Context: an optimization exercise on an open-source flow, tuned for small area. The choices shown serve that exercise and are no tape-out recipe. The RTL was checked by simulation tests, not by an equivalence proof against the original design. Power is estimated from default activity; no workload was simulated.

Design fifo, start of the top module:
module fifo(clk, reset_n, rd_en, wr_en, d_in, d_out, full, empty, wr_ack, wr_err, rd_ack, rd_err, data_count, next_data_count);
==> flow/config.mk <==
export PLATFORM = sky130hd
export DESIGN_NAME = fifo
export DESIGN_NICKNAME = fifo
export VERILOG_FILES = /design/flow/design.v
export SDC_FILE = /design/flow/constraint.sdc
export NUM_CORES = 4
export LEC_CHECK = 0
export CAP_MARGIN = 20
export CORE_MARGIN = 2
export CORE_UTILIZATION = 40
export SLEW_MARGIN = 20
export SYNTH_HIERARCHICAL = 1
export SYNTH_MINIMUM_KEEP_SIZE = 0
==> flow/constraint.sdc <==
create_clock -name core_clock -period 5.0 [get_ports {clk}]
set_input_delay 1.0000 -clock core_clock [delete_from_list [all_inputs] [get_ports {clk}]]
set_output_delay 1.0000 -clock core_clock [all_outputs]
set_load 0.01 [all_outputs]
standard.sh (not shown) runs the stock make flow with config.mk's settings and CLKGATE_MAP_FILE= SYNTH_SCRIPT=/design/flow/synth_recipe.tcl, a recipe that flattens the netlist after the stock synthesis.
==> flow/flow/run.sh <==
#!/bin/bash
# Standard ORFS layout with these changes: port buffers use the smallest buffer
# cell, and CTS uses chosen clock buffers, larger sink clusters and no dummy loads.
set -euo pipefail
export BUFFER_PORTS_ARGS="-buffer_cell sky130_fd_sc_hd__buf_1"
export CTS_ARGS="-sink_clustering_enable -repair_clock_nets -dont_use_dummy_load -buf_list {sky130_fd_sc_hd__clkbuf_16} -sink_clustering_size 32 -sink_clustering_max_diameter 100"
bash standard.sh > flow_make.log 2>&1
Rerun with:
==> flow/flow/run.sh (replaced) <==
#!/bin/bash
# Standard ORFS layout with these changes: after floorplan, synthesis buffers
# are removed and cells set to their smallest size (downsize.tcl); port buffers
# use the smallest buffer cell; CTS uses small clock buffers in small sink
# clusters and adds no dummy loads.
set -euo pipefail
here=$(cd "$(dirname "$0")" && pwd)
export POST_FLOORPLAN_TCL="$here/downsize.tcl"
export BUFFER_PORTS_ARGS="-buffer_cell sky130_fd_sc_hd__buf_1"
export CTS_ARGS="-sink_clustering_enable -repair_clock_nets -dont_use_dummy_load -buf_list {sky130_fd_sc_hd__clkbuf_4} -sink_clustering_size 11 -sink_clustering_max_diameter 50"
bash standard.sh > flow_make.log 2>&1
==> flow/flow/downsize.tcl (new file) <==
# After floorplan: drop the buffers synthesis inserted and give every
# combinational cell its smallest drive strength. Placement's repair_design and
# the later repair_timing passes add back whatever drive the layout needs.
remove_buffers
set n 0
foreach inst [get_cells *] {
  set master [get_property $inst ref_name]
  if {![regexp {^(sky130_fd_sc_hd__[a-z0-9]+)_([0-9]+)$} $master -> base sz]} { continue }
  if {[regexp {__(df|edf|sdf|dl|tap|fill|decap|conb|clk)} $base]} { continue }
  if {$sz <= 1} { continue }
  set lc [get_lib_cells -quiet ${base}_1]
  if {$lc == ""} { continue }
  replace_cell $inst $lc
  incr n
}
puts "downsize.tcl: resized $n cells to drive strength 1"
Setup slack got worse by 270 ps.
Total power drops by 3.1%.
First-iteration DRC count climbs by 2.4%.
Clock power drops by about 10%.
Cell area drops by 1.0%.
Rerun with:
--- a/flow/flow/run.sh
+++ b/flow/flow/run.sh
@@ -4,2 +4,2 @@
-# use the smallest buffer cell; CTS uses small clock buffers in small sink
-# clusters and adds no dummy loads.
+# use the smallest buffer cell; CTS uses clkbuf_8, larger sink clusters and no
+# dummy loads.
@@ -10 +10 @@
-export CTS_ARGS="-sink_clustering_enable -repair_clock_nets -dont_use_dummy_load -buf_list {sky130_fd_sc_hd__clkbuf_4} -sink_clustering_size 11 -sink_clustering_max_diameter 50"
+export CTS_ARGS="-sink_clustering_enable -repair_clock_nets -dont_use_dummy_load -buf_list {sky130_fd_sc_hd__clkbuf_4} -sink_clustering_size 12 -sink_clustering_max_diameter 50"
CORE_UTILIZATION = 65   (was 40)
After rerunning: Fmax increases by 4.3%. Register-to-register slack improves by 770 ps. Non-clock buffer count came out higher by 2. Hold slack is better by 34 ps. Clock-buffer cell count came out lower by 4.
Rerun with:
--- a/flow/flow/run.sh
+++ b/flow/flow/run.sh
@@ -10 +10 @@
-export CTS_ARGS="-sink_clustering_enable -repair_clock_nets -dont_use_dummy_load -buf_list {sky130_fd_sc_hd__clkbuf_4} -sink_clustering_size 12 -sink_clustering_max_diameter 50"
+export CTS_ARGS="-sink_clustering_enable -repair_clock_nets -dont_use_dummy_load -buf_list {sky130_fd_sc_hd__clkbuf_4 sky130_fd_sc_hd__clkbuf_8} -root_buf sky130_fd_sc_hd__clkbuf_4 -sink_clustering_buffer sky130_fd_sc_hd__clkbuf_8 -sink_clustering_size 20 -sink_clustering_max_diameter 70"
CORE_UTILIZATION = 40   (was 65)
Effect:
- non-clock buffer count decreases by 2
- first-iteration DRC count decreases by about 6.5%
- via count is about the same
- maximum frequency decreases by about 3.2%
- total power increases by about 1.8%
- worst hold slack degrades by 7.4 ps
- wire length increases by 11%
- clock power increases by about 6%
- register-to-register slack degrades by 790 ps
Rerun with:
==> flow/flow/run.sh (replaced) <==
#!/bin/bash
# Standard ORFS layout with these changes: after floorplan, synthesis buffers
# are removed and cells set to their smallest size (downsize.tcl); port buffers
# use the smallest buffer cell; CTS uses small clock buffers in small sink
# clusters and adds no dummy loads.
set -euo pipefail
here=$(cd "$(dirname "$0")" && pwd)
export POST_FLOORPLAN_TCL="$here/downsize.tcl"
export BUFFER_PORTS_ARGS="-buffer_cell sky130_fd_sc_hd__buf_1"
export CTS_ARGS="-sink_clustering_enable -repair_clock_nets -dont_use_dummy_load -buf_list {sky130_fd_sc_hd__clkbuf_4} -sink_clustering_size 10 -sink_clustering_max_diameter 40"
bash standard.sh > flow_make.log 2>&1
CORE_UTILIZATION = 55   (was 40)
Result:
- sequential cell count does not change
- worst setup slack gets better by 220 ps
- power came out higher by 1.5%
- register-to-register slack improved by 740 ps
- via count increases by 2.1%
- utilization went up by 17 points
- sequential power hardly moves
- clock-buffer cell count goes up by 19
- first-iteration DRC count goes down by 9.3%
- non-clock buffer count rose by 1
- cell count is lower by about 5.5%

-- re-timing with driven ports --
No port has a modelled driver above. Below, the same layouts with a new extraction and two added sets of constraints.
Step 1, drivers: a clkbuf_16 drives clk and a buf_2 each remaining input, both assumed.
Step 2 moves the port delays by t, midway between the first and last clock arrival at a register: inputs arrive t later, outputs are due t later. That takes back most of the time a late clock gives input paths.
a / b / c = ideal / step 1 / step 2; a / b = the first two.
| run | shift t [ns] | slack for setup (ns) | hold WS [ns] | slew at the worst register clock pin (ns) |
|---|---|---|---|---|
| the first run | 0.504 | 1.055 / 1.013 / 1.517 | 0.398 / 0.379 / 0.422 | 0.12 / 0.12 |
| the second run | 0.680 | 0.785 / 0.749 / 1.429 | 0.218 / 0.204 / 0.379 | 0.12 / 0.12 |
| the third run | 0.669 | 0.958 / 0.922 / 1.592 | 0.252 / 0.242 / 0.446 | 0.12 / 0.12 |
| the fourth run | 0.631 | 0.823 / 0.786 / 1.417 | 0.244 / 0.230 / 0.383 | 0.12 / 0.12 |
| the fifth run | 0.621 | 1.042 / 1.003 / 1.623 | 0.307 / 0.291 / 0.410 | 0.11 / 0.11 |
After both steps setup and hold are still met in every run listed.
